Source: an optimization exercise on an open RTL-to-GDS flow (aim: small area and a short achievable clock period). Production flows keep margins and buffers that such runs may drop. At most, simulation tests tie the RTL to the original design; equivalence was not proved.

Setup of the baseline:
==> flow/design.v (excerpt) <==
module adc_mul
(
    input  logic         clk_i,
    input  logic         rst_i,
    input  logic [11:0]  x_i,
    input  logic [11:0]  y_i,
    input  logic [11:0]  z_i,
    output logic [11:0]  fp_o
);
==> flow/config.mk <==
export PLATFORM = sky130hd
export DESIGN_NAME = adc_mul
export DESIGN_NICKNAME = adc_mul
export VERILOG_FILES = /design/flow/design.v
export SDC_FILE = /design/flow/constraint.sdc
export NUM_CORES = 4
export LEC_CHECK = 0
export CAP_MARGIN = 20
export CORE_MARGIN = 2
export CORE_UTILIZATION = 40
export CTS_BUF_LIST = sky130_fd_sc_hd__clkbuf_4
export SLEW_MARGIN = 20
export SYNTH_HIERARCHICAL = 1
export SYNTH_MINIMUM_KEEP_SIZE = 0
==> flow/constraint.sdc <==
create_clock -name core_clock -period 95.0 [get_ports {clk_i}]
set_input_delay 19.0000 -clock core_clock [delete_from_list [all_inputs] [get_ports {clk_i}]]
set_output_delay 19.0000 -clock core_clock [all_outputs]
set_load 0.01 [all_outputs]
run.sh (not shown) runs the stock make flow with config.mk's settings and CLKGATE_MAP_FILE= SYNTH_SCRIPT=/design/flow/synth_recipe.tcl, a recipe that flattens the netlist after the stock synthesis.
Edits applied to the flow inputs when going from the baseline to the candidate:
- swapping sky130_fd_sc_hd__clkbuf_4 for sky130_fd_sc_hd__clkbuf_8 in CTS_BUF_LIST
==> flow/flow/run.sh (new file) <==
#!/bin/bash
# The standard layout (standard.sh), with the input and output ports
# buffered by sky130_fd_sc_hd__buf_1 cells instead of the cell buffer_ports picks
# by default. Everything else, synthesis included, is the standard flow.
set -euo pipefail
export BUFFER_PORTS_ARGS="-buffer_cell sky130_fd_sc_hd__buf_1"
bash standard.sh > standard.log 2>&1
==> flow/standard.sh (new file) <==
#!/bin/bash
# synth_recipe.tcl (not shown) runs the flow's synth.tcl, then flattens the netlist and writes it again
# the make line also repeats each setting of config.mk as NAME=value (left out here)
make -C /OpenROAD-flow-scripts/flow DESIGN_CONFIG=/design/flow/config.mk WORK_HOME=/design/flow/orfs CLKGATE_MAP_FILE= SYNTH_SCRIPT=/design/flow/synth_recipe.tcl "${@:-finish}"
removed: flow/run.sh
Findings:
Origin of the worst setup path = fp_o[9]$_DFF_PP0_: the baseline; origin of the worst setup path = fp_o[5]$_DFF_PP0_: the candidate. The candidate vs the baseline — total via count after detailed routing dropped 80. Going from the baseline to the candidate, wire length grew slightly. Final area in the candidate is 170 um^2 below the baseline. For cell count along the critical path, the candidate and the baseline come out practically identical. Higher clock-buffer cell count among the candidate and the baseline: the baseline. Going from the baseline to the candidate, global-route usage essentially unchanged; met2 track demand over resource in global routing increased 0.21 points; maximum clock frequency increased about 2.3%.
No functional check of the RTL was part of any run of this note.

========
adc_mul again, from the RTL that the note above started with.
Settings: LEC_CHECK=0, CAP_MARGIN=20, CORE_MARGIN=2, CORE_UTILIZATION=40, CTS_BUF_LIST=sky130_fd_sc_hd__clkbuf_8, SLEW_MARGIN=20, SYNTH_HIERARCHICAL=1, SYNTH_MINIMUM_KEEP_SIZE=0; clock period 95.0 ns.
Stock flow here: none of the scripts above is used.
Then changed:
==> flow/flow/run.sh (new file) <==
#!/bin/bash
# The standard layout (standard.sh), with the input and output ports
# buffered by sky130_fd_sc_hd__buf_2 cells instead of the cell buffer_ports picks
# by default. Everything else, synthesis included, is the standard flow.
set -euo pipefail
export BUFFER_PORTS_ARGS="-buffer_cell sky130_fd_sc_hd__buf_2"
bash standard.sh > standard.log 2>&1
==> flow/standard.sh (new file) <==
#!/bin/bash
# synth_recipe.tcl (not shown) runs the flow's synth.tcl, then flattens the netlist and writes it again
# the make line also repeats each setting of config.mk as NAME=value (left out here)
make -C /OpenROAD-flow-scripts/flow DESIGN_CONFIG=/design/flow/config.mk WORK_HOME=/design/flow/orfs CLKGATE_MAP_FILE= SYNTH_SCRIPT=/design/flow/synth_recipe.tcl "${@:-finish}"
removed: flow/run.sh
Result: Cell area came out lower by 0.79%; register-to-register slack got worse by 0.09 ns; non-clock buffer count came out lower by 3; sequential share of layout area came out higher by 0.14 points; synthesized cell count is unchanged; die area is unchanged; routed wire length came out higher by 1.4%; count of clock-buffer cells in the layout came out lower by 1; utilization came out lower by 0.34 points; via count is about the same; hold slack got worse by 0.018 ns.
Then changed:
==> flow/run.sh (new file) <==
#!/bin/bash
# synth_recipe.tcl (not shown) runs the flow's synth.tcl, then flattens the netlist and writes it again
# the make line also repeats each setting of config.mk as NAME=value (left out here)
make -C /OpenROAD-flow-scripts/flow DESIGN_CONFIG=/design/flow/config.mk WORK_HOME=/design/flow/orfs CLKGATE_MAP_FILE= SYNTH_SCRIPT=/design/flow/synth_recipe.tcl finish
CTS_BUF_LIST = default   (was sky130_fd_sc_hd__clkbuf_8)
removed: flow/flow/run.sh
removed: flow/standard.sh
Result:
- synthesized cell count does not change
- register-to-register slack gets better by 0.15 ns
- worst hold slack gains 0.020 ns
- worst setup slack degrades by 0.30 ns
- area after synthesis does not change
- global-route usage goes down by 0.37 points
No functional check of the RTL was part of any run of this note.

========
Setup of run A:
Another version of the RTL of adc_mul (not shown whole).
For scale: ~50 I/O pins, ~26000 um^2 of cells after synthesis.
clock: 95.0 ns
lec_check: 0
cap_margin: 20
core_margin: 2
core_utilization: 40
cts_buf_list: sky130_fd_sc_hd__clkbuf_16
cts_cluster_size: 20
slew_margin: 20
synth_hierarchical: 1
synth_minimum_keep_size: 0
standard.sh (not shown) runs the stock make flow with config.mk's settings and CLKGATE_MAP_FILE= SYNTH_SCRIPT=/design/flow/synth_recipe.tcl, a recipe that flattens the netlist after the stock synthesis.
==> flow/flow/run.sh <==
#!/bin/bash
# The standard layout (standard.sh), with the input and output ports
# buffered by sky130_fd_sc_hd__buf_2 cells instead of the cell buffer_ports picks
# by default. Everything else, synthesis included, is the standard flow.
set -euo pipefail
export BUFFER_PORTS_ARGS="-buffer_cell sky130_fd_sc_hd__buf_2"
bash standard.sh > standard.log 2>&1
--- input diff run A..run B ---
# run A
export LEC_CHECK = 0
export CAP_MARGIN = 20
export CORE_MARGIN = 2
export CORE_UTILIZATION = 40
export CTS_BUF_LIST = sky130_fd_sc_hd__clkbuf_16
export CTS_CLUSTER_SIZE = 20
export SLEW_MARGIN = 20
export SYNTH_HIERARCHICAL = 1
export SYNTH_MINIMUM_KEEP_SIZE = 0
create_clock -name core_clock -period 95.0 [get_ports {clk_i}]
# run B
export LEC_CHECK = 0
export CAP_MARGIN = 20
export CORE_MARGIN = 2
export CORE_UTILIZATION = 40
export CTS_BUF_LIST = sky130_fd_sc_hd__clkbuf_8
export SLEW_MARGIN = 20
export SYNTH_HIERARCHICAL = 1
export SYNTH_MINIMUM_KEEP_SIZE = 0
create_clock -name core_clock -period 95.0 [get_ports {clk_i}]
Notes after the runs:
Result for run B and run A: all clean
Run B reports a higher met3 usage in global routing than run A does.
On buffer count excluding the clock tree in the final layout, run B and run A are neck and neck.
Number of vias in the routed layout: run A vs run B — no meaningful difference
On period utilization, run B and run A are basically level.
--- input diff run B..run C ---
# run B
export LEC_CHECK = 0
export CAP_MARGIN = 20
export CORE_MARGIN = 2
export CORE_UTILIZATION = 40
export CTS_BUF_LIST = sky130_fd_sc_hd__clkbuf_8
export SLEW_MARGIN = 20
export SYNTH_HIERARCHICAL = 1
export SYNTH_MINIMUM_KEEP_SIZE = 0
create_clock -name core_clock -period 95.0 [get_ports {clk_i}]
# run C
export LEC_CHECK = 0
export CAP_MARGIN = 20
export CORE_MARGIN = 2
export CORE_UTILIZATION = 55
export CTS_BUF_LIST = sky130_fd_sc_hd__clkbuf_8
export PLACE_DENSITY = 0.7
export SLEW_MARGIN = 20
export SYNTH_HIERARCHICAL = 1
export SYNTH_MINIMUM_KEEP_SIZE = 0
create_clock -name core_clock -period 95.0 [get_ports {clk_i}]
==> comparison <==
Clock network latency to the later pin of the worst-skew pair, run C and run B: larger value in run C. Wire length: run C lower than run B. Cmp run C vs run B: sequential share of layout area higher in run C. Run B has higher fmax than run C. Run C against run B: global-route wire length before repair lower, chip width lower, total negative slack roughly the same, length of routed met2 wiring lower. Setup slack after layout was higher in run B than in run C. Run C ended up with a higher aggregate global-route resource usage than run B did. The final area of run C falls short of that of run B by 1.2%.

========
Setup of before:
Starting RTL as in the previous note.
export LEC_CHECK = 0
export CAP_MARGIN = 20
export CORE_MARGIN = 2
export CORE_UTILIZATION = 40
export SLEW_MARGIN = 20
export SYNTH_HIERARCHICAL = 1
export SYNTH_MINIMUM_KEEP_SIZE = 0
create_clock -name core_clock -period 95.0 [get_ports {clk_i}]
==> flow/flow/run.sh <==
#!/bin/bash
# The standard layout (standard.sh), with the input and output ports
# buffered by sky130_fd_sc_hd__buf_2 cells instead of the cell buffer_ports picks
# by default, and clock tree synthesis asked for larger sink clusters so that
# the tree has fewer levels. Everything else, synthesis included, is the
# standard flow.
set -euo pipefail
export BUFFER_PORTS_ARGS="-buffer_cell sky130_fd_sc_hd__buf_2"
export CTS_ARGS="-sink_clustering_enable -repair_clock_nets -buf_list sky130_fd_sc_hd__clkbuf_16 -root_buf sky130_fd_sc_hd__clkbuf_16 -sink_clustering_size 24 -sink_clustering_max_diameter 90 -sink_clustering_levels 1"
bash standard.sh > standard.log 2>&1
Modified inputs, after compared to before
# before
export LEC_CHECK = 0
export CAP_MARGIN = 20
export CORE_MARGIN = 2
export CORE_UTILIZATION = 40
export SLEW_MARGIN = 20
export SYNTH_HIERARCHICAL = 1
export SYNTH_MINIMUM_KEEP_SIZE = 0
create_clock -name core_clock -period 95.0 [get_ports {clk_i}]
# after
export LEC_CHECK = 0
export CAP_MARGIN = 20
export CORE_MARGIN = 2
export CORE_UTILIZATION = 65
export CTS_BUF_LIST = sky130_fd_sc_hd__clkbuf_8
export SLEW_MARGIN = 20
export SYNTH_HIERARCHICAL = 1
export SYNTH_MINIMUM_KEEP_SIZE = 0
create_clock -name core_clock -period 95.0 [get_ports {clk_i}]
==> flow/flow/run.sh <==
#!/bin/bash
# The standard layout (standard.sh), with the input and output ports
# buffered by sky130_fd_sc_hd__buf_2 cells instead of the cell buffer_ports picks
# by default. Everything else, synthesis included, is the standard flow.
set -euo pipefail
export BUFFER_PORTS_ARGS="-buffer_cell sky130_fd_sc_hd__buf_2"
bash standard.sh > standard.log 2>&1
Results
Having completed the whole flow, after delivered a layout that passed the timing, design-rule and antenna checks.
Between before and after, detailed-route vias per instance increased.
after against before; wire length of the first global-routing pass is down by a few percent.
[diff] worst setup slack, after relative to before: regression
Compared with before, in after width of the chip went down, hold slack went down.
For the height of the die, after came in 21% lower than before did.
Looking at final non-filler cell total, after sits 289 below before.
Compared with before, in after placed instance count decreased 329, via count of the routed design saw little to no change.
Compared with before, after ends up with a smaller final cell area.

========
Setup of run Z:
Starting RTL as in the previous note.
export LEC_CHECK = 0
export CAP_MARGIN = 20
export CORE_MARGIN = 2
export CORE_UTILIZATION = 40
export SLEW_MARGIN = 20
export SYNTH_HIERARCHICAL = 1
export SYNTH_MINIMUM_KEEP_SIZE = 0
create_clock -name core_clock -period 95.0 [get_ports {clk_i}]
==> flow/flow/run.sh <==
#!/bin/bash
# The standard layout (standard.sh), with the input and output ports
# buffered by sky130_fd_sc_hd__buf_2 cells instead of the cell buffer_ports picks
# by default, and clock tree synthesis asked for larger sink clusters so that
# the tree has fewer levels. Everything else, synthesis included, is the
# standard flow.
set -euo pipefail
export BUFFER_PORTS_ARGS="-buffer_cell sky130_fd_sc_hd__buf_2"
export CTS_ARGS="-sink_clustering_enable -repair_clock_nets -buf_list sky130_fd_sc_hd__clkbuf_8 -root_buf sky130_fd_sc_hd__clkbuf_16 -sink_clustering_size 18 -sink_clustering_max_diameter 90"
bash standard.sh > standard.log 2>&1
Setup changes, run Z to run F
--- a/flow/flow/run.sh
+++ b/flow/flow/run.sh
@@ -7,4 +7,4 @@
 set -euo pipefail
 export BUFFER_PORTS_ARGS="-buffer_cell sky130_fd_sc_hd__buf_2"
-export CTS_ARGS="-sink_clustering_enable -repair_clock_nets -buf_list sky130_fd_sc_hd__clkbuf_8 -root_buf sky130_fd_sc_hd__clkbuf_16 -sink_clustering_size 18 -sink_clustering_max_diameter 90"
+export CTS_ARGS="-sink_clustering_enable -repair_clock_nets -buf_list sky130_fd_sc_hd__clkbuf_16 -root_buf sky130_fd_sc_hd__clkbuf_16 -sink_clustering_size 30 -sink_clustering_max_diameter 120"
 bash standard.sh > standard.log 2>&1
[summary]
Run F vs run Z — routed length on met3 dropped slightly
Status: summed area of non-filler cells in the final layout parity (run Z, run F)
Run F and run Z ended up with nearly the same detailed-route wire length per cell.
The flow did not stop early for run F: all stages ran, and the layout cleared the timing, design-rule and antenna checks.
~same sequential share of layout area in run F and run Z

## separate check: timing with driven ports
The results above use ideal ports. As a check the final layouts listed here were re-extracted and re-timed, cells and wires unchanged. Step 1: set_driving_cell puts a clkbuf_16 on clk_i and a buf_2 on each other input, an assumption about the parent block. Step 2 also shifts input and output timing later by t, the mid clock arrival at the registers, as if the neighbouring blocks saw the same clock. Slacks: no drivers / after step 1 / after step 2; pairs: no drivers / after step 1.
| run | t, ns | setup slack, ns | clock arrival spread, ns | slew at the worst register clock pin (ns) | worst data-port slew with drivers (ns) |
|---|---|---|---|---|---|
| the baseline | 0.758 | 74.459 / 74.408 / 75.166 | 0.079 / 0.079 | 0.09 / 0.09 | 0.04 |
| the candidate | 0.617 | 74.927 / 74.872 / 75.488 | 0.046 / 0.047 | 0.07 / 0.07 | 0.04 |
| the first run of note 2 | 0.597 | 74.610 / 74.556 / 75.152 | 0.028 / 0.029 | 0.07 / 0.07 | 0.04 |
| the second run of note 2 | 0.633 | 74.915 / 74.861 / 75.495 | 0.032 / 0.031 | 0.08 / 0.08 | 0.03 |
| the third run of note 2 | 0.583 | 74.611 / 74.551 / 75.134 | 0.014 / 0.014 | 0.06 / 0.06 | 0.04 |
| run A | 0.592 | 74.965 / 74.900 / 75.492 | 0.014 / 0.014 | 0.07 / 0.07 | 0.04 |
| run B | 0.614 | 74.959 / 74.897 / 75.511 | 0.036 / 0.036 | 0.06 / 0.06 | 0.04 |
| run C | 0.622 | 74.895 / 74.847 / 75.469 | 0.058 / 0.058 | 0.08 / 0.08 | 0.04 |
| before | 0.553 | 74.979 / 74.925 / 75.478 | 0.030 / 0.030 | 0.09 / 0.09 | 0.04 |
| after | 0.629 | 74.899 / 74.848 / 75.477 | 0.042 / 0.041 | 0.07 / 0.07 | 0.04 |
| run Z | 0.542 | 74.983 / 74.925 / 75.467 | 0.029 / 0.029 | 0.12 / 0.12 | 0.04 |
| run F | 0.540 | 75.001 / 74.947 / 75.487 | 0.018 / 0.019 | 0.11 / 0.11 | 0.04 |
After both steps every run listed still meets setup and hold.
